Background: an optimization exercise with open tools, aiming at small area, a short achievable clock period and few clock cycles per item. Do not read the settings as production practice. Only simulation tests tie the RTL to the original design; equivalence was not proved.

## flow/run.sh

```bash
#!/bin/bash
# Layout flow: the standard layout (standard.sh, with flow/config.mk's
# settings) with two changes:
#  - every port still gets its own buffer, but a plain buf_1 instead of the
#    clkdlybuf4s50_1 delay cell that buffer_ports picks by default;
#  - repair_timing after CTS and after global routing aims for a larger setup
#    margin, so that it keeps shortening the critical paths past the point
#    where the 14 ns clock is met.
# The synthesis, clock period and constraints are the standard ones.
set -euo pipefail
cd "$(dirname "$0")/.."
bash ./standard.sh SETUP_SLACK_MARGIN=9 \
  "BUFFER_PORTS_ARGS=-buffer_cell sky130_fd_sc_hd__buf_1" finish > flow_make.log 2>&1
```

## standard.sh

```bash
#!/bin/bash
# synth_recipe.tcl (not shown) runs the flow's synth.tcl, then flattens the netlist and writes it again
# the make line also repeats each setting of config.mk as NAME=value (left out here)
make -C /OpenROAD-flow-scripts/flow DESIGN_CONFIG=/design/flow/config.mk WORK_HOME=/design/flow/orfs CLKGATE_MAP_FILE= SYNTH_SCRIPT=/design/flow/synth_recipe.tcl "${@:-finish}"
```

## config.mk

```make
export PLATFORM = sky130hd
export DESIGN_NAME = QuantizeBlock
export DESIGN_NICKNAME = QuantizeBlock
export VERILOG_FILES = /design/flow/design.v
export SDC_FILE = /design/flow/constraint.sdc
export NUM_CORES = 4
export LEC_CHECK = 0
export ABC_AREA = 1
export CAP_MARGIN = 20
export CORE_MARGIN = 2
export CORE_UTILIZATION = 45
export SLEW_MARGIN = 20
export TNS_END_PERCENT = 0
```

## constraint.sdc

```tcl
create_clock -name core_clock -period 14.0 [get_ports {clk}]
set_input_delay 2.8000 -clock core_clock [delete_from_list [all_inputs] [get_ports {clk}]]
set_output_delay 2.8000 -clock core_clock [all_outputs]
set_load 0.01 [all_outputs]
```

## design.v

```verilog
`timescale 1ns/100ps
module QuantizeBlock#(
 parameter BLOCK_SIZE   = 4,
 parameter IW   = 16
)(
 input                                             clk
,input                                             rst_n
,input                                             start
,input      [IW * BLOCK_SIZE * BLOCK_SIZE - 1 : 0] in
,input      [16 * BLOCK_SIZE * BLOCK_SIZE - 1 : 0] q
,input      [16 * BLOCK_SIZE * BLOCK_SIZE - 1 : 0] iq
,input      [32 * BLOCK_SIZE * BLOCK_SIZE - 1 : 0] bias
,input      [32 * BLOCK_SIZE * BLOCK_SIZE - 1 : 0] zthresh
,input      [16 * BLOCK_SIZE * BLOCK_SIZE - 1 : 0] sharpen
,output     [16 * BLOCK_SIZE * BLOCK_SIZE - 1 : 0] Rout
,output     [16 * BLOCK_SIZE * BLOCK_SIZE - 1 : 0] out
,output                                            nz
,output reg                                        done
);
reg s1, s2;
always @ (posedge clk or negedge rst_n)begin
    if(!rst_n)begin
        s1   <= 1'b0;
        s2   <= 1'b0;
        done <= 1'b0;
    end
    else begin
        s1   <= start;
        s2   <= s1;
        done <= s2;
    end
end
wire [15:0] lvl_o [15:0];
wire [15:0] t;
reg         nz_r;
localparam [31:0] SGN_K = 32'hAAAC0000;
genvar i, j;
generate
for(i = 0; i < 16; i = i + 1)begin : lane
    wire [15:0] x   = in     [16*i +: 16];
    wire [15:0] sh  = sharpen[16*i +: 16];
    wire [15:0] iqv = iq     [16*i +: 16];
    wire [31:0] zt  = zthresh[32*i +: 32];
    wire        neg = x[15];
    wire [17:0] c   = {{2{sh[15]}}, sh} + ({{2{x[15]}}, x} ^ {18{neg}}) + {17'd0, neg};
    wire [17:0] y   = {1'b0, iqv, 1'b0};
    wire [8:0]  b_one, b_two, b_neg;
    for(j = 0; j < 8; j = j + 1)begin : enc
        assign b_one[j] = y[2*j+1] ^ y[2*j];
        assign b_two[j] = (y[2*j+2] & ~y[2*j+1] & ~y[2*j]) | (~y[2*j+2] & y[2*j+1] & y[2*j]);
        assign b_neg[j] = y[2*j+2];
    end
    assign b_one[8] = iqv[15];
    assign b_two[8] = 1'b0;
    assign b_neg[8] = 1'b0;
    reg  [17:0] c_r;
    reg         neg_r;
    reg  [8:0]  one_r, two_r, ngd_r;
    reg  [15:0] q_r;
    reg  [31:0] bias_r;
    always @ (posedge clk) begin
        c_r    <= c;
        neg_r  <= neg;
        one_r  <= b_one;
        two_r  <= b_two;
        ngd_r  <= b_neg;
        q_r    <= q   [16*i +: 16];
        bias_r <= bias[32*i +: 32];
    end
    wire [18:0] cx = {c_r[17], c_r};
    wire [18:0] c2 = {c_r, 1'b0};
    wire [31:0] row [8:0];
    wire [31:0] ngv;
    for(j = 0; j < 9; j = j + 1)begin : pp
        wire [18:0] sel = ({19{one_r[j]}} & cx) | ({19{two_r[j]}} & c2);
        wire [18:0] pj  = sel ^ {19{ngd_r[j]}};
        if (j < 7) begin : lo
            wire [18:0] e = {~pj[18], pj[17:0]};
            assign row[j] = {{(13-2*j){1'b0}}, e[18:0], {(2*j){1'b0}}};
        end else if (j == 7) begin : r7
            assign row[j] = {pj[17:0], 14'd0};
        end else begin : r8
            assign row[j] = {pj[15:0], 16'd0};
        end
    end
    assign ngv = {15'd0, ngd_r[7], 1'b0, ngd_r[6], 1'b0, ngd_r[5], 1'b0, ngd_r[4], 1'b0,
                  ngd_r[3], 1'b0, ngd_r[2], 1'b0, ngd_r[1], 1'b0, ngd_r[0]};
    wire [31:0] s = row[0] + row[1] + row[2] + row[3] + row[4] + row[5] + row[6]
                  + row[7] + row[8] + ngv + bias_r + SGN_K;
    wire        zhz = ~|zt[31:17];
    wire        zho = &zt[31:17];
    wire        clo_gt = c_r[16:0] > zt[16:0];
    wire        gt  = c_r[17] ? (~zho | clo_gt) : (zhz & clo_gt);
    reg  [14:0] lv_r;
    reg         neg2_r, neg2_n, gt_r;
    always @ (posedge clk) begin
        lv_r   <= s[31:17];
        neg2_r <= neg_r;
        neg2_n <= ~neg_r;
        gt_r   <= gt;
    end
    wire        ovf_r = |lv_r[14:11];
    wire [10:0] lq_r  = lv_r[10:0];
    wire        n3   = neg2_r;      
    wire        n3b  = ~neg2_n;     
    wire [15:0] kq   = {q_r[15:11] - q_r[4:0], q_r[10:0]};
    wire [15:0] rsat = n3b ? kq : (16'd0 - kq);
    wire [12:0] ly   = {1'b0, lq_r, 1'b0};
    wire [15:0] rr [5:0];
    wire [15:0] rng;
    for(j = 0; j < 6; j = j + 1)begin : rp
        wire        d1 = ly[2*j+1] ^ ly[2*j];
        wire        d2 = (ly[2*j+2] & ~ly[2*j+1] & ~ly[2*j]) | (~ly[2*j+2] & ly[2*j+1] & ly[2*j]);
        wire        dn = ly[2*j+2] ^ n3;
        wire [15:0] sl = ({16{d1}} & q_r) | ({16{d2}} & {q_r[14:0], 1'b0});
        wire [15:0] sx = sl ^ {16{dn}};
        assign rr[j] = sx << (2*j);
        assign rng[2*j]   = dn;
        assign rng[2*j+1] = 1'b0;
    end
    assign rng[15:12] = 4'd0;
    wire [15:0] tsum = rr[0] + rr[1] + rr[2] + rr[3] + rr[4] + rr[5] + rng;
    wire [15:0] rv   = ovf_r ? rsat : tsum;
    wire [10:0] l1   = ovf_r ? 11'd2047 : lq_r;
    wire [15:0] l2   = ({5'd0, l1} ^ {16{n3b}}) + {15'd0, n3b};
    reg  [15:0] out_r, rout_r;
    always @ (posedge clk) begin
        out_r  <= gt_r ? l2 : 16'd0;
        rout_r <= gt_r ? rv : 16'd0;
    end
    assign t[i] = gt_r & (ovf_r | (|lq_r));
    assign lvl_o[i] = out_r;
    assign Rout[16*i +: 16] = rout_r;
end
endgenerate
always @ (posedge clk) nz_r <= |t;
assign nz = nz_r;
assign out[ 15:  0] = lvl_o[ 0];
assign out[ 31: 16] = lvl_o[ 1];
assign out[ 47: 32] = lvl_o[ 4];
assign out[ 63: 48] = lvl_o[ 8];
assign out[ 79: 64] = lvl_o[ 5];
assign out[ 95: 80] = lvl_o[ 2];
assign out[111: 96] = lvl_o[ 3];
assign out[127:112] = lvl_o[ 6];
assign out[143:128] = lvl_o[ 9];
assign out[159:144] = lvl_o[12];
assign out[175:160] = lvl_o[13];
assign out[191:176] = lvl_o[10];
assign out[207:192] = lvl_o[ 7];
assign out[223:208] = lvl_o[11];
assign out[239:224] = lvl_o[14];
assign out[255:240] = lvl_o[15];
endmodule
```

==> results of run 1 <==
-- cell families after synthesis --
logic type / count (synthesis)
muxes: 116
AOI/OAI and AO/OA: 6345
DFF: 2260
buffers and inverters: 7181
and+or+nand+nor: 6240
adders and majority gates: 5313
xor gates and xnor gates: 4553
-- stage by stage --
| stage | hold WS, ns | cell area (um^2) | utilization, % | cells |
|---|---|---|---|---|
| after floorplan | 0.331 | 265000 | - | 32000 |
| after global placement | 0.337 | 280000 | 47.8 | 41200 |
| after detailed placement | 0.338 | 280000 | 47.8 | 41200 |
| after CTS | 0.347 | 300000 | 51.2 | 42500 |
| after global routing | 0.361 | 307000 | 52.4 | 43100 |
| final | 0.344 | 307000 | 52.4 | 43200 |
-- state kept, by name, summed over array words and instances (netlist names) --
register	cells
done	1
lane.q_r	256
s1	1
s2	1
lane.bias_r	512
lane.neg2_n	16
lane.two_r	128
lane.neg2_r	16
lane.one_r	128
lane.lv_r	240
nz_r	1
lane.neg_r	16
lane.c_r	288
lane.out_r	256
lane.ngd_r	128
lane.rout_r	256
lane.gt_r	16
-- worst min path at each step --
stage	to	slack, ns	depth (start not counted)
2_1_floorplan	lane[0].neg2_r$_DFF_P_	0.33	0
3_3_place_gp	lane[0].neg2_r$_DFF_P_	0.34	0
3_5_place_dp	lane[0].neg2_r$_DFF_P_	0.34	0
4_1_cts	lane[4].neg2_r$_DFF_P_	0.35	0
5_1_grt	lane[12].neg2_r$_DFF_P_	0.36	0
6_report	lane[3].neg2_r$_DFF_P_	0.34	0
-- placed cells by master, fill, tap and decap left out, types with 129 or more instances in the layout --
| cell type | count |
|---|---|
| xnor2_1 | 362 |
| dfxtp_2 | 233 |
| clkinvlp_4 | 336 |
| xor2_1 | 4109 |
| buf_1 | 2560 |
| inv_4 | 144 |
| fa_1 | 2788 |
| nor3_1 | 202 |
| clkbuf_16 | 286 |
| nand3_1 | 756 |
| o22ai_1 | 2953 |
| nand2_1 | 3345 |
| clkinv_2 | 129 |
| diode_2 | 340 |
| dfxtp_4 | 195 |
| buf_4 | 1078 |
| nor2_1 | 1226 |
| nand4_1 | 237 |
| a21oi_1 | 1400 |
| inv_1 | 5159 |
| dfxtp_1 | 1829 |
| ha_1 | 2395 |
| o21ai_0 | 1074 |
-- final cells by class --
| type | count | area (um^2) |
|---|---|---|
| Fill cell | 56500 | 279000 |
| Multi-Input combinational cell | 22600 | 196000 |
| Sequential cell | 2260 | 46300 |
| Inverter | 5931 | 24400 |
| Timing Repair Buffer | 3775 | 20000 |
| Tap cell | 7782 | 9740 |
| Clock buffer | 357 | 7790 |
| Clock inverter | 151 | 2090 |
| Antenna cell | 340 | 851 |
| Timing Repair inverter | 21 | 153 |
-- layer usage --
layer	global-route usage (%)	up-vias	share of wire, %
li1	-	110000	-
met2	52.8	12100	43
met1	42.3	116000	38
met3	8.78	2887	9.4
met4	28.2	162	9.4
met5	0.185	-	0.10
-- timing repair --
item | 4_1_cts | 5_1_grt
gates cloned | 16 | 6
setup endpoints to repair | 330 | 374
pin swaps | 7 | 266
buffers inserted | 784 | 318
gates resized for setup | 1252 | 1147
==> flow_summary.ini, run 1 <==
[logic_synthesis]
synth_area_leaders = fa_1, dfxtp_1, xor2_1
ys_types = 75
ys_ff_latch = 2260
yosys_warnings = 1
postSynthCellCount = 32000
synthXorXnorAreaFrac_pct = 15.2
synth_top_area_cell = fa_1
synth_area_mm2 = 0.265
ys_seq_area_share_pct = 17.1
synth_commonest_cells = inv_1, xor2_1, nand2_1
avgSynthCellArea_um2 = 8.28
synth_ff_type = dfxtp_1
syn-num-nets = 39400
ys_async_sr_fraction_pct = 0.133
synth_top_area_share_pct = 21.3
synth_simple_gate_area_share_pct = 9.86
synth_compound_area_share_pct = 14.0
synth_most_common_cell = inv_1
synth-adder-area-share_pct = 33.1
synthMuxAreaShare_pct = 0.493
synth_edf_count = 0
synth_top_family_by_area = adder cells

[floorplan]
fp.dieArea_mm2 = 0.595
ios = 2565
initial_utilization_pct = 45.2
num_rows = 281
chipWidth_um = 771
coreArea_mm2 = 0.586
die_y_um = 771

[drt]
dr.pass1.iters = 9
viasPerCell = 5.60
drt_iter0_markers = 22100
routedWlPerCell_um = 25.1
wl_mm = 1080
vias = 242000
drtAntennaViolNets = 0
drcViolationCount = 0

[cts]
cts-root-buf = clkbuf_16
cts_buffer_depth = 4
cts_num_sinks = 2260
numCtsBuffers = 283
clkLatencyLatePin_ns = 1.03
hold_buffers = 0
htree_levels = 5
clk_pin_slew_ns = 0.06
cts_tree = yes

[placed_design]
place_ws_ns = 7.61
dp_hpwl_mm = 879
portBuffers = 2564
place_congestion = 1.02

[timing]
clock_skew_ns = 0.0814
slew_viol_final = 0
slew_headroom_pct = 21.0
tightest_slew_ns = 1.18
setup_slack_ns = 8.71
finalSetupViolCount = 0
min_period_ns = 5.29
period_share_pct = 37.8
fin_setup_tns_ns = 0
rsz0062_at_grt = yes
hold_violations = 0
fmax_mhz = 189

[worst_setup_path]
r2r_cells = 18
rrSetupSlack_ns = 8.71
crit_family = adder cells
crit_path_frequent_cell = fa_1
r2r_start = lane[5].c_r[13]$_DFF_P_
crit_slowest_cell = fa_1
worstSetupEndpointType = register
crit_path_end = lane[5].lv_r[13]$_DFF_P_
startpoint = lane[5].c_r[13]$_DFF_P_
worstPathArrival_ns = 6.20
critPathMaxStageDelay_ns = 0.56
worstSetupPathDepth = 18
start_kind = register
r2r_end = lane[5].lv_r[13]$_DFF_P_
crit_type = reg2reg
critPathBufInv = 4
crit_chain = clkinvlp_4, buf_4, o22ai_1, xor2_1, fa_1, fa_1, fa_1, fa_1, inv_1, ha_1, ha_2, nand2_1, nor2_1, inv_1, nor2_1, nand4_1, o2111ai_1, xor2_1
critPathMaxFanout = 6
required_ns = 14.91

[global_route]
grt_pass1_vias = 237000
gr-usage-all-layers_pct = 35.0
antenna_found_initial = 374
grt_max_degree = 34
grt_pass1_wl_mm = 1550
grt_remaining_overflow = 0

[hold_path]
min_from = lane[3].neg_r$_DFF_P_
hold_class = reg2reg

[job]
maxCapViolCount = 0

[final_layout]
area.growth.synth_to_final_pct = 16.0
final_nets = 42200
drive_above_1_share_pct = 10.8

[outcome]
status = no timing/DRC/antenna violations

[power_and_ir_drop]
Testbench counts, summed over its fixed seeds: cycles 39,688, blocks 32,000.
==> run 2: changes to the inputs <==
==> flow/run.sh (replaced) <==
#!/bin/bash
# Layout flow: the standard layout (standard.sh, with flow/config.mk's
# settings) with three changes:
#  - synthesis skips the generic "abc -fast" pass at the end of Yosys's coarse
#    synthesis (SYNTH_ARGS=-noabc), so the adder trees reach extract_fa in the
#    form maccmap built them; registers are untouched by this;
#  - every port still gets its own buffer, but a plain buf_1 instead of the
#    clkdlybuf4s50_1 delay cell that buffer_ports picks by default;
#  - repair_timing after CTS and after global routing aims for a larger setup
#    margin, so that it keeps shortening the critical paths past the point
#    where the 14 ns clock is met.
# The clock period and constraints are the standard ones.
set -euo pipefail
cd "$(dirname "$0")/.."
bash ./standard.sh SYNTH_ARGS=-noabc SETUP_SLACK_MARGIN=9 \
  "BUFFER_PORTS_ARGS=-buffer_cell sky130_fd_sc_hd__buf_1" finish > flow_make.log 2>&1
==> run 2 against run 1 <==
Net effect:
- largest cell class unchanged
- utilization increased by 0.31 points
- via count decreased by 2.4%
- non-clock buffer count decreased by 1
- global-route usage increased by 1.1 points
- register-to-register slack about the same
- flip-flop and latch count unchanged
- maximum frequency decreased by 0.24%
- critical path depth increased by 1
- critical path type unchanged
- final area decreased by 1.7%
- synthesized cell count decreased by 6.5%
==> flow_summary.ini, run 2 <==
[floorplan]
coreArea_mm2 = 0.573
chipWidth_um = 762
fp.dieArea_mm2 = 0.581
die_y_um = 762
ios = 2565
num_rows = 278
initial_utilization_pct = 45.1

[timing]
tightest_slew_ns = 1.33
hold_violations = 0
period_share_pct = 37.9
fmax_mhz = 189
clock_skew_ns = 0.0776
slew_headroom_pct = 11.3
finalSetupViolCount = 0
slew_viol_final = 0
min_period_ns = 5.30
rsz0062_at_grt = yes
fin_setup_tns_ns = 0

[worst_setup_path]
critPathMaxFanout = 7
crit_slowest_cell = fa_1
crit_path_end = lane[5].lv_r[13]$_DFF_P_
worstSetupEndpointType = register
rrSetupSlack_ns = 8.70
startpoint = lane[5].c_r[5]$_DFF_P_
r2r_start = lane[5].c_r[5]$_DFF_P_
crit_family = adder cells
r2r_end = lane[5].lv_r[13]$_DFF_P_
worstPathArrival_ns = 6.19
crit_type = reg2reg
critPathBufInv = 3
critPathMaxStageDelay_ns = 0.52
required_ns = 14.89
worstSetupPathDepth = 19
start_kind = register
crit_chain = clkinvlp_4, buf_4, o22ai_2, xor2_1, fa_1, fa_1, fa_1, fa_1, fa_1, ha_1, a21oi_2, o21ai_0, o21bai_1, a21oi_2, inv_1, nand2_1, nand2_2, a21oi_2, xnor2_1
r2r_cells = 19
crit_path_frequent_cell = fa_1

[cts]
cts_buffer_depth = 4
numCtsBuffers = 283
clkLatencyLatePin_ns = 1.02
htree_levels = 5
cts_tree = yes
cts_num_sinks = 2260
clk_pin_slew_ns = 0.06
hold_buffers = 0
cts-root-buf = clkbuf_16

[logic_synthesis]
ys_async_sr_fraction_pct = 0.133
ys_ff_latch = 2260
ys_seq_area_share_pct = 17.5
yosys_warnings = 1
synth_ff_type = dfxtp_1
syn-num-nets = 37500
synth_top_area_cell = fa_1
ys_types = 64
postSynthCellCount = 29900
avgSynthCellArea_um2 = 8.63
synth_edf_count = 0
synth_most_common_cell = xor2_1
synth_area_mm2 = 0.259
synth_area_leaders = fa_1, dfxtp_1, xor2_1
synth_commonest_cells = xor2_1, nand2_1, inv_1
synth_top_area_share_pct = 22.3

[global_route]
gr-usage-all-layers_pct = 36.0
antenna_found_initial = 405
grt_pass1_wl_mm = 1560
grt_remaining_overflow = 0
grt_pass1_vias = 232000
grt_max_degree = 35

[final_layout]
reg_top3 = lane.bias_r (512), lane.c_r (288)
drive_above_1_share_pct = 11.4
nFillCells = 53700
final_common_cell = xor2_1
mostFrequentLayoutCells = xor2_1, nand2_1, inv_1
finalNonFillerCells = 40900
largest_register = lane.bias_r
largest_reg_flops = 512
area.growth.synth_to_final_pct = 16.9
final_nets = 40300

[drt]
drt_iter0_markers = 23600
drcViolationCount = 0
dr.pass1.iters = 9
viasPerCell = 5.77
vias = 236000
routedWlPerCell_um = 26.5
wl_mm = 1080
drtAntennaViolNets = 0

[hold_path]
hold_class = reg2reg

[placed_design]
portBuffers = 2564
dp_hpwl_mm = 875
dp_cells = 38900
place_congestion = 1.09

[outcome]
status = no timing/DRC/antenna violations

[job]
maxCapViolCount = 0
## run 2: cell types whose count changed in the layout (fill, tap and decap cells not counted), moves of 72 or more
cell     delta
ha_1       +72
inv_1    -2088
inv_4      -92
nand2_1   +139
xnor2_1    -80
xor2_1     +76
## run 2: cell families after synthesis
| group | after synthesis | share of synthesized area, % |
|---|---|---|
| AND/OR/NAND/NOR | 6256 | 10.1 |
| AO/OA/AOI/OAI | 6233 | 14.2 |
| adder cells (fa/ha/maj) | 5488 | 34.9 |
| buffers and inverters | 5043 | 7.39 |
| XOR/XNOR | 4549 | 15.4 |
| flip-flops | 2260 | 17.5 |
| multiplexers | 112 | 0.488 |
## run 2: layer usage
metal | track usage, % | part of all wire, % | wire, um | vias to the layer above
met1 | 44.2 | 38 | 413000 | 114000
li1 | - | - | - | 106000
met5 | 0 | 0.13 | 1380 | -
met3 | 9.71 | 9.9 | 107000 | 2990
met4 | 28.1 | 9.4 | 102000 | 210
met2 | 53.7 | 42 | 460000 | 12400
## run 2: final cells by class
| cell class | count | area [um^2] | share of cell area, % |
|---|---|---|---|
| repair buffers | 3774 | 20100 | 6.66 |
| clock buffers | 358 | 7800 | 2.58 |
| diodes | 321 | 803 | 0.266 |
| repair inverters | 36 | 248 | 0.0820 |
| flip-flops and latches | 2260 | 46300 | 15.3 |
| inverters | 3750 | 16200 | 5.35 |
| well taps | 7560 | 9460 | 3.13 |
| multi-input cells | 22600 | 199000 | 65.9 |
| clock inverters | 154 | 2230 | 0.738 |
## run 2: worst min-delay path by stage
| stage | to | slack, ns | from | cells past startpoint |
|---|---|---|---|---|
| finish | done$_DFF_PN0_ | 0.35 | s2$_DFF_PN0_ | 0 |
| global route | lane[14].neg2_r$_DFF_P_ | 0.35 | lane[14].neg_r$_DFF_P_ | 0 |
| CTS | lane[5].neg2_r$_DFF_P_ | 0.35 | lane[5].neg_r$_DFF_P_ | 0 |
| detailed placement | lane[14].neg2_r$_DFF_P_ | 0.34 | lane[14].neg_r$_DFF_P_ | 0 |
| global placement | lane[14].neg2_r$_DFF_P_ | 0.33 | lane[14].neg_r$_DFF_P_ | 0 |
| floorplan | lane[0].neg2_r$_DFF_P_ | 0.33 | lane[0].neg_r$_DFF_P_ | 0 |
## run 2: metrics by stage
stage	area, um^2	worst slack (ns)	hold WS (ns)	utilization [%]
2_1_floorplan	259000	8.86	0.331	-
3_3_place_gp	274000	7.85	0.335	47.8
3_5_place_dp	274000	7.88	0.337	47.8
4_1_cts	297000	8.85	0.352	51.9
5_1_grt	302000	8.59	0.354	52.7
6_report	302000	8.70	0.351	52.7
## run 2: repair_timing
action | in CTS | in global routing
pin swaps | 278 | 267
buffers inserted | 842 | 193
resized for setup | 1876 | 596
setup endpoints to repair | 335 | 343
cloned | 32 | 4
==> run 3: changes to the inputs <==
--- a/config.mk
+++ b/config.mk
@@ -9,5 +9,7 @@
 export CAP_MARGIN = 20
 export CORE_MARGIN = 2
-export CORE_UTILIZATION = 45
+export CORE_UTILIZATION = 40
+export CTS_CLUSTER_DIAMETER = 100
+export CTS_CLUSTER_SIZE = 30
 export SLEW_MARGIN = 20
 export TNS_END_PERCENT = 0
==> run 3 against run 2 <==
Net effect:
- critical endpoint is now lane[15].lv_r[10]$_DFF_P_
- flip-flop and latch count unchanged
- final area down 1.3%
- first-iteration DRC count down 5.5%
- register-to-register slack improved by 0.02 ns
- largest cell class unchanged
- non-clock buffer count grew 27
- routed wire length grew 0.68%
- final cell count rose by 1.9%
- clock skew fell by 0.0070 ns
- die area up 12%
- critical path type unchanged
- global-route usage decreased by 3.9 points
==> flow_summary.ini, run 3 <==
[floorplan]
coreArea_mm2 = 0.645
ios = 2565
initial_utilization_pct = 40.1
die_y_um = 808
num_rows = 295
fp.dieArea_mm2 = 0.653
chipWidth_um = 808

[worst_setup_path]
crit_slowest_cell = fa_1
rrSetupSlack_ns = 8.72
worstSetupEndpointType = register
r2r_end = lane[15].lv_r[10]$_DFF_P_
crit_chain = clkinvlp_4, buf_4, o22ai_1, xor2_1, fa_1, fa_1, fa_1, fa_1, ha_1, ha_1, a21oi_1, inv_1, a31oi_1, o31ai_1, nand2_1, o2111ai_1, xor2_1
crit_type = reg2reg
r2r_start = lane[15].c_r[5]$_DFF_P_
start_kind = register
critPathMaxStageDelay_ns = 0.59
required_ns = 14.84
r2r_cells = 17
worstPathArrival_ns = 6.12
crit_path_frequent_cell = fa_1
critPathMaxFanout = 7

[global_route]
grt_pass1_wl_mm = 1570
gr-usage-all-layers_pct = 32.1
antenna_found_initial = 394
grt_pass1_vias = 230000
grt_remaining_overflow = 0
grt_max_degree = 35

[hold_path]
hold_class = reg2reg
min_to = lane[12].neg2_r$_DFF_P_
min_from = lane[12].neg_r$_DFF_P_
worstHoldPathCells = 0

[cts]
cts-root-buf = clkbuf_16
numCtsBuffers = 149
cts_buffer_depth = 4
htree_levels = 4
cts_num_sinks = 2260
clk_pin_slew_ns = 0.11
cts_tree = yes
hold_buffers = 0
clkLatencyLatePin_ns = 0.98

[placed_design]
place_ws_ns = 7.68
dpl_cell_area_mm2 = 0.276
dp_hpwl_mm = 887
place_congestion = 1.04
portBuffers = 2564

[logic_synthesis]
synth_ff_type = dfxtp_1
synth_commonest_cells = xor2_1, nand2_1, inv_1
ys_ff_latch = 2260
ys_async_sr_fraction_pct = 0.133
ys_seq_area_share_pct = 17.5
synth_top_area_cell = fa_1
synth_most_common_cell = xor2_1
syn-num-nets = 37500
avgSynthCellArea_um2 = 8.63
ys_types = 64
synth_top_area_share_pct = 22.3
postSynthCellCount = 29900
synth_area_mm2 = 0.259
synth_edf_count = 0
synth_area_leaders = fa_1, dfxtp_1, xor2_1
yosys_warnings = 1

[timing]
rsz0062_at_grt = yes
hold_violations = 0
period_share_pct = 37.7
min_period_ns = 5.28
slew_headroom_pct = 20.9
slew_viol_final = 0
tightest_slew_ns = 1.18
fmax_mhz = 189
clock_skew_ns = 0.0706
finalSetupViolCount = 0
fin_setup_tns_ns = 0
setup_slack_ns = 8.72

[outcome]
status = no timing/DRC/antenna violations

[job]
maxCapViolCount = 0

[final_layout]
final_nets = 40200
mostFrequentLayoutCells = xor2_1, nand2_1, inv_1
final_cell_area_mm2 = 0.298
largest_reg_flops = 512
drive_above_1_share_pct = 10.3
multi_input_area_mm2 = 0.198
reg_top3 = lane.bias_r (512), lane.c_r (288)
area.growth.synth_to_final_pct = 15.4
nFillCells = 63500
final_common_cell = xor2_1
largest_register = lane.bias_r
seq_area_mm2 = 0.0463

[drt]
dr.pass1.iters = 8
viasPerCell = 5.60
drt_iter0_markers = 22300
routedWlPerCell_um = 26.2
vias = 233000
drcViolationCount = 0
drtAntennaViolNets = 0
wl_mm = 1090
==> run 3: cell type report <==
class                           instances  area share [%]
Clock inverter                        100           0.610
Timing Repair Buffer                 3801            6.81
Inverter                             3750            5.45
Tap cell                             8613            3.61
Antenna cell                          301           0.253
Sequential cell                      2260            15.5
Timing Repair inverter                 27          0.0654
Clock buffer                          155            1.27
Multi-Input combinational cell      22600            66.4
==> run 3: cells by family (layout without fill, tap and decap cells) <==
logic type,after synthesis,after routing,share of synthesized area (%)
flip-flops,2260,2260,17.5
XOR/XNOR,4549,4549,15.4
adder cells (fa/ha/maj),5488,5488,34.9
multiplexers,112,112,0.488
other,0,301,0
AO/OA/AOI/OAI,6233,6233,14.2
buffers and inverters,5043,7833,7.39
AND/OR/NAND/NOR,6256,6256,10.1
==> run 3: worst max-delay path by stage <==
stage	startpoint	endpoint	slack, ns	depth (start not counted)
final	lane[15].c_r[5]$_DFF_P_	lane[15].lv_r[10]$_DFF_P_	8.72	17
after global routing	lane[2].c_r[8]$_DFF_P_	lane[2].lv_r[13]$_DFF_P_	8.56	19
after CTS	lane[9].c_r[16]$_DFF_P_	lane[9].lv_r[13]$_DFF_P_	8.83	19
after detailed placement	lane[13].c_r[0]$_DFF_P_	lane[13].lv_r[5]$_DFF_P_	7.68	15
after global placement	lane[13].c_r[0]$_DFF_P_	lane[13].lv_r[5]$_DFF_P_	7.66	15
after floorplan	in[191]	lane[11].c_r[13]$_DFF_P_	8.86	12
==> run 3: critical path: cells and delay by family (launching register included) <==
family | cells | cell delay (ns)
adders and majority gates | 6 | 2.78
and+or+nand+nor | 1 | 0.09
xor gates and xnor gates | 2 | 0.43
DFF | 1 | 0.40
buffers and inverters | 3 | 0.49
AOI/OAI and AO/OA | 5 | 0.96
==> run 3: metal layers <==
metal	routed length [um]	up-vias	track usage (%)
met4	92800	120	23.3
met1	425000	114000	40.0
met2	479000	11400	49.2
met5	713	-	0
li1	-	105000	-
met3	94200	2681	7.07
==> run 3: repair_timing <==
| item | CTS | global route |
|---|---|---|
| endpoints found under the setup margin | 343 | 353 |
| pin swaps | 192 | 241 |
| resized for setup | 1748 | 560 |
| gates cloned | 25 | 2 |
| setup buffers | 866 | 166 |
==> run 3: metrics by stage <==
| step | util (%) | std cells | hold WS [ns] |
|---|---|---|---|
| 6_report | 46.2 | 41600 | 0.354 |
| 2_1_floorplan | - | 29900 | 0.331 |
| 3_3_place_gp | 42.7 | 40000 | 0.347 |
| 4_1_cts | 45.6 | 41200 | 0.358 |
| 3_5_place_dp | 42.7 | 40000 | 0.336 |
| 5_1_grt | 46.2 | 41500 | 0.367 |
==> run 4: changes to the inputs <==
--- a/config.mk
+++ b/config.mk
@@ -7,9 +7,9 @@
 export LEC_CHECK = 0
 export ABC_AREA = 1
-export CAP_MARGIN = 20
+export CAP_MARGIN = 10
 export CORE_MARGIN = 2
 export CORE_UTILIZATION = 40
 export CTS_CLUSTER_DIAMETER = 100
 export CTS_CLUSTER_SIZE = 30
-export SLEW_MARGIN = 20
+export SLEW_MARGIN = 10
 export TNS_END_PERCENT = 0
==> run 4 against run 3 <==
Net effect:
- still clean
- die area stayed put
- clock skew down 0.0037 ns
- first-iteration DRC count hardly changed
- sequential share of layout area rose by 0.068 points
- final cell count decreased by 0.21%
- via count is essentially flat
- maximum frequency fell by 0.40%
- count of clock-buffer cells in the layout increased by 1
- routed wire length down 0.26%
- synthesized cell count stayed put
==> flow_summary.ini, run 4 <==
[timing]
fin_setup_tns_ns = 0
slew_headroom_pct = 11.6
min_period_ns = 5.31
finalSetupViolCount = 0
fmax_mhz = 188
hold_violations = 0
fin_hold_ws_ns = 0.354
clock_skew_ns = 0.0669
period_share_pct = 37.9
rsz0062_at_grt = yes
tightest_slew_ns = 1.31
slew_viol_final = 0

[final_layout]
final_cell_area_mm2 = 0.296
mostFrequentLayoutCells = xor2_1, nand2_1, inv_1
finalNonFillerCells = 41600
final_nets = 40100
area.growth.synth_to_final_pct = 14.6
final_common_cell = xor2_1
largest_reg_flops = 512
fin_util_pct = 46.0
largest_register = lane.bias_r
reg_top3 = lane.bias_r (512), lane.c_r (288)
drive_above_1_share_pct = 9.44

[logic_synthesis]
synth_most_common_cell = xor2_1
syn-num-nets = 37500
ys_seq_area_share_pct = 17.5
yosys_warnings = 1
synth_top_area_cell = fa_1
synth_commonest_cells = xor2_1, nand2_1, inv_1
synth_edf_count = 0
synth_ff_type = dfxtp_1
ys_async_sr_fraction_pct = 0.133
synth_area_mm2 = 0.259
postSynthCellCount = 29900
synth_top_area_share_pct = 22.3
synth_area_leaders = fa_1, dfxtp_1, xor2_1
ys_types = 64
avgSynthCellArea_um2 = 8.63
ys_ff_latch = 2260

[worst_setup_path]
startpoint = lane[2].q_r[2]$_DFF_P_
start_kind = register
required_ns = 14.85
critPathMaxFanout = 5
worstPathArrival_ns = 6.15
r2r_start = lane[2].q_r[2]$_DFF_P_
crit_type = reg2reg
worstSetupEndpointType = register

[floorplan]
chipWidth_um = 808
coreArea_mm2 = 0.645
die_y_um = 808
num_rows = 295
initial_utilization_pct = 40.1
ios = 2565
fp.dieArea_mm2 = 0.653

[cts]
cts_buffer_depth = 4
clkLatencyLatePin_ns = 0.97
numCtsBuffers = 150
hold_buffers = 0
clk_pin_slew_ns = 0.12
cts-root-buf = clkbuf_16
cts_tree = yes
htree_levels = 4
cts_num_sinks = 2260

[drt]
dr.pass1.iters = 13
drtAntennaViolNets = 0
drcViolationCount = 0
drt_iter0_markers = 22300
wl_mm = 1090
routedWlPerCell_um = 26.2
viasPerCell = 5.61
vias = 233000

[placed_design]
dp_cells = 40000
portBuffers = 2564
dpl_cell_area_mm2 = 0.276
place_congestion = 1.04
dp_hpwl_mm = 888

[global_route]
grt_max_degree = 35
grt_remaining_overflow = 0
gr-usage-all-layers_pct = 32.2
grt_pass1_wl_mm = 1570
antenna_found_initial = 398
grt_pass1_vias = 231000

[hold_path]
min_from = lane[12].neg_r$_DFF_P_
hold_class = reg2reg

[job]
maxCapViolCount = 0

[outcome]
status = no timing/DRC/antenna violations
## run 4: layout make-up
class | instances | area, um^2
Timing Repair inverter | 19 | 130
Tap cell | 8613 | 10800
Antenna cell | 289 | 723
Fill cell | 63700 | 349000
Inverter | 3750 | 16200
Timing Repair Buffer | 3728 | 19600
Sequential cell | 2260 | 46200
Clock buffer | 156 | 3830
Multi-Input combinational cell | 22600 | 197000
Clock inverter | 104 | 1920
## run 4: repair_timing
item | 4_1_cts | 5_1_grt
gates resized for setup | 1889 | 81
setup endpoints to repair | 344 | 364
cloned | 18 | 1
pin swaps | 257 | 14
endpoints found under the hold margin | 0 | 0
buffers inserted | 937 | 24
## run 4: path summary, 6_finish.rpt
kind,slack (ns),cells after the start,endpoint
min reg2reg,0.35,0,lane[12].neg2_r$_DFF_P_
max reg2reg,8.69,16,lane[2].rout_r[15]$_SDFF_PN0_
min,0.35,0,lane[12].neg2_r$_DFF_P_
max,8.69,16,lane[2].rout_r[15]$_SDFF_PN0_
max in group asynchronous,12.20,1,done$_DFF_PN0_
min in group asynchronous,1.66,1,s2$_DFF_PN0_
## run 4: critical path: stages, from the launching register on
cell and delay [ns]:
dfxtp_1 0.62, clkinvlp_4 0.30, buf_12 0.20, o22ai_1 0.20, xor2_1 0.22, fa_1 0.47
fa_1 0.59, fa_1 0.45, fa_1 0.48, ha_1 0.37, nand2_1 0.08, o21ai_0 0.29
nand2_1 0.10, o2111ai_1 0.19, nand3b_1 0.17, nand3_1 0.16, a21oi_4 0.30
## run 4: logic make-up (layout without fill, tap and decap cells)
group | count (synthesis) | in the layout | synth area share (%)
flip-flops | 2260 | 2260 | 17.5
AND/OR/NAND/NOR | 6256 | 6256 | 10.1
XOR/XNOR | 4549 | 4549 | 15.4
adder cells (fa/ha/maj) | 5488 | 5488 | 34.9
buffers and inverters | 5043 | 7757 | 7.39
AO/OA/AOI/OAI | 6233 | 6233 | 14.2
multiplexers | 112 | 112 | 0.488
other | 0 | 289 | 0
## run 4: metal layers
layer	GRT usage [%]	vias up	share of wire, %
met4	23.0	130	8.5
li1	-	105000	-
met2	49.4	11400	44
met1	40.0	114000	39
met5	0	-	0.072
met3	7.10	2684	8.7
## run 4: through the flow
stage / worst slack, ns
floorplan: 8.86
global placement: 7.66
detailed placement: 7.70
CTS: 8.87
global route: 8.51
finish: 8.69
==> run 5: changes to the inputs <==
--- a/config.mk
+++ b/config.mk
@@ -9,7 +9,5 @@
 export CAP_MARGIN = 10
 export CORE_MARGIN = 2
-export CORE_UTILIZATION = 40
-export CTS_CLUSTER_DIAMETER = 100
-export CTS_CLUSTER_SIZE = 30
+export CORE_UTILIZATION = 45
 export SLEW_MARGIN = 10
 export TNS_END_PERCENT = 0
==> run 5 against run 4 <==
Net effect:
- still clean
- maximum frequency about the same
- utilization up 6.4 points
- synthesized cell count stayed put
- critical path type unchanged
==> flow_summary.ini, run 5 <==
[logic_synthesis]
avgSynthCellArea_um2 = 8.63
postSynthCellCount = 29900
ys_async_sr_fraction_pct = 0.133
ys_ff_latch = 2260
synth_commonest_cells = xor2_1, nand2_1, inv_1
synth_top_area_share_pct = 22.3
synth_ff_type = dfxtp_1
synth_edf_count = 0
synth_most_common_cell = xor2_1
synth_top_area_cell = fa_1
ys_types = 64
syn-num-nets = 37500
synth_area_leaders = fa_1, dfxtp_1, xor2_1
yosys_warnings = 1
synth_area_mm2 = 0.259
ys_seq_area_share_pct = 17.5

[timing]
finalSetupViolCount = 0
min_period_ns = 5.30
slew_headroom_pct = 13.0
tightest_slew_ns = 1.29
fin_setup_tns_ns = 0
period_share_pct = 37.9
slew_viol_final = 0
clock_skew_ns = 0.0455
hold_violations = 0
rsz0062_at_grt = yes
fmax_mhz = 189

[drt]
drtAntennaViolNets = 0
dr.pass1.iters = 7
drt_iter0_markers = 23900
viasPerCell = 5.76
wl_mm = 1080
drcViolationCount = 0
routedWlPerCell_um = 26.6
vias = 235000

[final_layout]
reg_top3 = lane.bias_r (512), lane.c_r (288)
fin_util_pct = 52.3
nFillCells = 54000
area.growth.synth_to_final_pct = 16.0
largest_register = lane.bias_r
largest_reg_flops = 512
drive_above_1_share_pct = 10.4
final_nets = 40200
mostFrequentLayoutCells = xor2_1, nand2_1, inv_1
final_common_cell = xor2_1

[cts]
clkLatencyLatePin_ns = 1.02
cts_num_sinks = 2260
clk_pin_slew_ns = 0.06
cts-root-buf = clkbuf_16
cts_tree = yes
numCtsBuffers = 280
cts_buffer_depth = 4
htree_levels = 5
hold_buffers = 0

[hold_path]
hold_class = reg2reg
worstHoldPathCells = 0
min_from = s2$_DFF_PN0_
min_to = done$_DFF_PN0_

[global_route]
grt_pass1_vias = 233000
grt_pass1_wl_mm = 1560
grt_max_degree = 35
antenna_found_initial = 398
gr-usage-all-layers_pct = 36.0
grt_remaining_overflow = 0

[placed_design]
place_congestion = 1.09
dp_hpwl_mm = 874
portBuffers = 2564

[worst_setup_path]
start_kind = register
required_ns = 14.93
r2r_cells = 18
worstPathArrival_ns = 6.23
critPathMaxFanout = 8
rrSetupSlack_ns = 8.70
worstSetupEndpointType = register
r2r_end = lane[5].lv_r[13]$_DFF_P_
r2r_start = lane[5].c_r[4]$_DFF_P_
crit_type = reg2reg

[floorplan]
fp.dieArea_mm2 = 0.581
initial_utilization_pct = 45.1
die_y_um = 762
chipWidth_um = 762
coreArea_mm2 = 0.573
ios = 2565
num_rows = 278

[job]
maxCapViolCount = 0

[outcome]
status = no timing/DRC/antenna violations
## run 5: cell counts after synthesis
Identical to the previous run, type by type.
## run 5: worst max path at each step
| stage | start | endpoint | cells after the start |
|---|---|---|---|
| 2_1_floorplan | in[191] | lane[11].c_r[13]$_DFF_P_ | 12 |
| 3_3_place_gp | lane[7].ngd_r[6]$_DFF_P_ | lane[7].lv_r[10]$_DFF_P_ | 17 |
| 3_5_place_dp | in[175] | lane[10].c_r[16]$_DFF_P_ | 13 |
| 4_1_cts | lane[15].c_r[3]$_DFF_P_ | lane[15].lv_r[10]$_DFF_P_ | 18 |
| 5_1_grt | lane[8].c_r[6]$_DFF_P_ | lane[8].lv_r[11]$_DFF_P_ | 22 |
| 6_report | lane[5].c_r[4]$_DFF_P_ | lane[5].lv_r[13]$_DFF_P_ | 18 |
## run 5: what timing repair did
action	CTS	global route
gates cloned	30	3
resized for setup	1966	221
setup buffers	879	52
endpoints found under the hold margin	0	0
pin swaps	421	52
endpoints found under the setup margin	337	350
## run 5: metal layers
metal / routed length (um) / global-route usage, % / vias to the layer above
met4: 100000 / 28.0 / 194
li1: - / - / 106000
met2: 461000 / 53.8 / 12300
met1: 410000 / 44.3 / 114000
met3: 109000 / 9.51 / 2829
met5: 1280 / 0 / -
## run 5: logic make-up after synthesis
| group | Yosys count | synth area share, % |
|---|---|---|
| AND/OR/NAND/NOR | 6256 | 10.1 |
| AO/OA/AOI/OAI | 6233 | 14.2 |
| adder cells (fa/ha/maj) | 5488 | 34.9 |
| buffers and inverters | 5043 | 7.39 |
| XOR/XNOR | 4549 | 15.4 |
| flip-flops | 2260 | 17.5 |
| multiplexers | 112 | 0.488 |
## run 5: area by class of cell
type                    count  area, um^2  share of cell area [%]
flip-flops and latches   2260       46200                    15.4
repair buffers           3669       19300                    6.44
repair inverters           32         225                  0.0751
diodes                    315         788                   0.263
inverters                3750       16100                    5.37
well taps                7560        9460                    3.15
clock buffers             354        7650                    2.55
clock inverters           151        2110                   0.705
multi-input cells       22600      198000                    66.0
## run 5: critical path, stage by stage (launching register included)
cell and delay [ns]:
dfxtp_4 0.42, clkinvlp_4 0.23, o22ai_1 0.32, xor2_1 0.23
fa_1 0.47, fa_1 0.52, fa_1 0.45, fa_1 0.52
fa_1 0.43, ha_1 0.35, a21oi_2 0.20, o21ai_0 0.11
o21bai_1 0.19, a21oi_2 0.16, inv_1 0.07, nand2_1 0.07
nand2_1 0.13, a21oi_2 0.20, xnor2_1 0.13
## run 5: metrics by stage
stage          setup WS, ns  area, um^2  instances  hold slack, ns
2_1_floorplan          8.86      259000      29900           0.331
3_3_place_gp           7.85      274000      38900           0.335
3_5_place_dp           7.88      274000      38900           0.337
4_1_cts                8.86      298000      40400           0.351
5_1_grt                8.53      300000      40600           0.357
6_report               8.70      300000      40700           0.352
==> run 6: changes to the inputs <==
--- a/flow/run.sh
+++ b/flow/run.sh
@@ -7,4 +7,5 @@
 #  - every port still gets its own buffer, but a plain buf_1 instead of the
 #    clkdlybuf4s50_1 delay cell that buffer_ports picks by default;
+#  - gate sizing may pick cells of any footprint (MATCH_CELL_FOOTPRINT=0);
 #  - repair_timing after CTS and after global routing aims for a larger setup
 #    margin, so that it keeps shortening the critical paths past the point
@@ -13,4 +14,4 @@
 set -euo pipefail
 cd "$(dirname "$0")/.."
-bash ./standard.sh SYNTH_ARGS=-noabc SETUP_SLACK_MARGIN=9 \
+bash ./standard.sh SYNTH_ARGS=-noabc SETUP_SLACK_MARGIN=9 MATCH_CELL_FOOTPRINT=0 \
   "BUFFER_PORTS_ARGS=-buffer_cell sky130_fd_sc_hd__buf_1" finish > flow_make.log 2>&1
--- a/config.mk
+++ b/config.mk
@@ -7,7 +7,7 @@
 export LEC_CHECK = 0
 export ABC_AREA = 1
-export CAP_MARGIN = 10
+export CAP_MARGIN = 20
 export CORE_MARGIN = 2
 export CORE_UTILIZATION = 45
-export SLEW_MARGIN = 10
+export SLEW_MARGIN = 20
 export TNS_END_PERCENT = 0
==> run 6 against run 5 <==
Net effect:
- still clean
- final cell count is 2.8% higher
- maximum frequency is 1.4% lower
- flip-flop and latch count stayed put
- via count is 3.2% higher
- global-route usage is 0.31 points higher
- highest routed layer unchanged
- setup slack worse by 0.073 ns
- first-iteration DRC count is 10% higher
- critical path type unchanged
==> flow_summary.ini, run 6 <==
[cts]
clkLatencyLatePin_ns = 1.00
clk_pin_slew_ns = 0.06
numCtsBuffers = 286
cts_tree = yes
cts_buffer_depth = 4
cts_num_sinks = 2260
cts-root-buf = clkbuf_16
hold_buffers = 0
htree_levels = 5

[logic_synthesis]
synth_top_area_share_pct = 22.3
ys_async_sr_fraction_pct = 0.133
synth_top_area_cell = fa_1
synth-adder-area-share_pct = 34.9
ys_types = 64
synth_most_common_cell = xor2_1
ys_seq_area_share_pct = 17.5
avgSynthCellArea_um2 = 8.63
synth_area_leaders = fa_1, dfxtp_1, xor2_1
synthXorXnorAreaFrac_pct = 15.4
synth_simple_gate_area_share_pct = 10.1
synth_edf_count = 0
synth_ff_type = dfxtp_1
syn-num-nets = 37500
synth_area_mm2 = 0.259
yosys_warnings = 1
synth_top_family_by_area = adder cells
ys_ff_latch = 2260
synthMuxAreaShare_pct = 0.488
synth_commonest_cells = xor2_1, nand2_1, inv_1
postSynthCellCount = 29900
synth_compound_area_share_pct = 14.2

[worst_setup_path]
rrSetupSlack_ns = 8.62
r2r_end = lane[15].lv_r[14]$_DFF_P_
required_ns = 14.82
crit_chain = o21ai_0, xor2_1, fa_1, inv_1, fa_1, fa_1, ha_1, ha_1, ha_1, a21oi_1, o21bai_1, a21oi_1, o21ai_0, a21oi_1, nand2_1, xnor2_1
crit_type = reg2reg
crit_path_end = lane[15].lv_r[14]$_DFF_P_
start_kind = register
startpoint = lane[15].one_r[5]$_DFF_P_
critPathMaxStageDelay_ns = 1.04
worstSetupEndpointType = register
worstPathArrival_ns = 6.19
crit_slowest_cell = o21ai_0
r2r_cells = 16
critPathMaxFanout = 4
r2r_start = lane[15].one_r[5]$_DFF_P_

[timing]
hold_violations = 0
fin_setup_tns_ns = 0
slew_headroom_pct = 3.44
tightest_slew_ns = 1.44
clock_skew_ns = 0.0592
min_period_ns = 5.38
slew_viol_final = 0
period_share_pct = 38.4
finalSetupViolCount = 0
fin_hold_ws_ns = 0.348
rsz0062_at_grt = yes
fmax_mhz = 186

[floorplan]
fp.dieArea_mm2 = 0.581
chipWidth_um = 762
initial_utilization_pct = 45.1
num_rows = 278
coreArea_mm2 = 0.573
ios = 2565
die_y_um = 762

[drt]
drt_iter0_markers = 26300
wl_mm = 1110
drtAntennaViolNets = 0
wl_met1_mm = 415
dr.pass1.iters = 6
met3_wirelength_mm = 118
route.met2.wl_mm = 465
drcViolationCount = 0
routedWlPerCell_um = 26.4
vias = 242000
topRoutingLayerUsed = met5
viasPerCell = 5.79

[final_layout]
final_common_cell = xor2_1
final_cell_area_mm2 = 0.311
finalNonFillerCells = 41900
nFillCells = 52700
mostFrequentLayoutCells = xor2_1, nand2_1, inv_1
reg_top3 = lane.bias_r (512), lane.c_r (288)
largest_register = lane.bias_r
area.growth.synth_to_final_pct = 20.3
largest_reg_flops = 512
drive_above_1_share_pct = 14.4
fin_util_pct = 54.3
final_nets = 41300

[placed_design]
dp_cells = 39000
portBuffers = 2564
dpl_cell_area_mm2 = 0.274
dp_hpwl_mm = 873
place_congestion = 1.04

[global_route]
grt_max_degree = 35
grt_remaining_overflow = 0
grt_pass1_vias = 236000
antenna_found_initial = 397
gr-usage-all-layers_pct = 36.4
grt_pass1_wl_mm = 1580

[hold_path]
hold_class = reg2reg

[job]
maxCapViolCount = 0

[outcome]
status = no timing/DRC/antenna violations
-- run 6: critical path, delay by kind of cell, from the launching register on --
family                   cells  cell delay, ns
adder cells (fa/ha/maj)      6            2.53
AO/OA/AOI/OAI                6            1.87
flip-flops                   1            0.34
XOR/XNOR                     2            0.33
AND/OR/NAND/NOR              1            0.08
buffers and inverters        1            0.06
-- run 6: worst min-delay path by stage --
stage / start / endpoint / slack, ns / depth (start not counted)
floorplan: lane[0].neg_r$_DFF_P_ / lane[0].neg2_r$_DFF_P_ / 0.33 / 0
global placement: lane[7].neg_r$_DFF_P_ / lane[7].neg2_r$_DFF_P_ / 0.33 / 0
detailed placement: s2$_DFF_PN0_ / done$_DFF_PN0_ / 0.34 / 0
CTS: lane[7].neg_r$_DFF_P_ / lane[7].neg2_r$_DFF_P_ / 0.36 / 0
global route: lane[7].neg_r$_DFF_P_ / lane[7].neg2_r$_DFF_P_ / 0.36 / 0
finish: lane[7].neg_r$_DFF_P_ / lane[7].neg2_r$_DFF_P_ / 0.35 / 0
-- run 6: layout make-up --
type | instances | area [um^2] | share of cell area, %
clock buffers | 358 | 7850 | 2.53
clock inverters | 151 | 2090 | 0.671
multi-input cells | 22600 | 199000 | 64.1
repair buffers | 4740 | 28200 | 9.08
flip-flops and latches | 2260 | 46500 | 14.9
inverters | 3750 | 16200 | 5.22
diodes | 338 | 846 | 0.272
repair inverters | 64 | 425 | 0.137
well taps | 7560 | 9460 | 3.04
-- run 6: what timing repair did --
action / CTS / global route
gates cloned: 49 / 16
setup buffers: 1503 / 482
gates resized for setup: 1411 / 1074
setup endpoints to repair: 356 / 358
pin swaps: 102 / 427
-- run 6: per-layer routing --
| metal | GRT usage [%] | up-vias |
|---|---|---|
| met5 | 0 | - |
| met4 | 28.9 | 156 |
| met3 | 9.97 | 3522 |
| met2 | 53.8 | 14000 |
| met1 | 44.6 | 117000 |
| li1 | - | 108000 |
-- run 6: through the flow --
step                      setup WS, ns
final                             8.62
after global routing              8.47
after CTS                         8.79
after detailed placement          7.07
after global placement            6.98
after floorplan                   8.86
-- run 6: cell families (layout without fill, tap and decap cells) --
family	count (synthesis)	in the layout
muxes	112	112
buffers and inverters	5043	9063
other	0	338
and+or+nand+nor	6256	6256
AOI/OAI and AO/OA	6233	6233
adders and majority gates	5488	5488
DFF	2260	2260
xor gates and xnor gates	4549	4549

-- what the ideal ports hide --
No port has a modelled driver above. Below, the same layouts with a new extraction and two added sets of constraints. Step 1: set_driving_cell puts a clkbuf_16 on clk and a buf_2 on each other input, an assumption about the parent block. Step 2 moves the port delays by t, midway between the first and last clock arrival at a register: inputs arrive t later, outputs are due t later. That takes back most of the time a late clock gives input paths. a / b / c = no drivers / after step 1 / after step 2; a / b = the first two.
| run | t (ns) | slack for setup (ns) | hold slack, ns | worst setup path at the end |
|---|---|---|---|---|
| run 1 | 1.137 | 8.712 / 8.712 / 7.788 | 0.344 / 0.344 / 0.344 | input to register |
| run 2 | 1.133 | 8.699 / 8.699 / 7.934 | 0.351 / 0.351 / 0.351 | input to register |
| run 3 | 1.093 | 8.716 / 8.716 / 7.974 | 0.354 / 0.354 / 0.354 | input to register |
| run 4 | 1.097 | 8.695 / 8.695 / 7.846 | 0.354 / 0.354 / 0.354 | input to register |
| run 5 | 1.120 | 8.698 / 8.698 / 7.868 | 0.352 / 0.352 / 0.352 | input to register |
| run 6 | 1.114 | 8.625 / 8.625 / 7.792 | 0.348 / 0.348 / 0.348 | input to register |
After both steps every run listed still meets setup and hold. For run 1, which loses most, drivers alone change the setup slack by 0.000 ns; drivers and shift together by -0.924 ns.
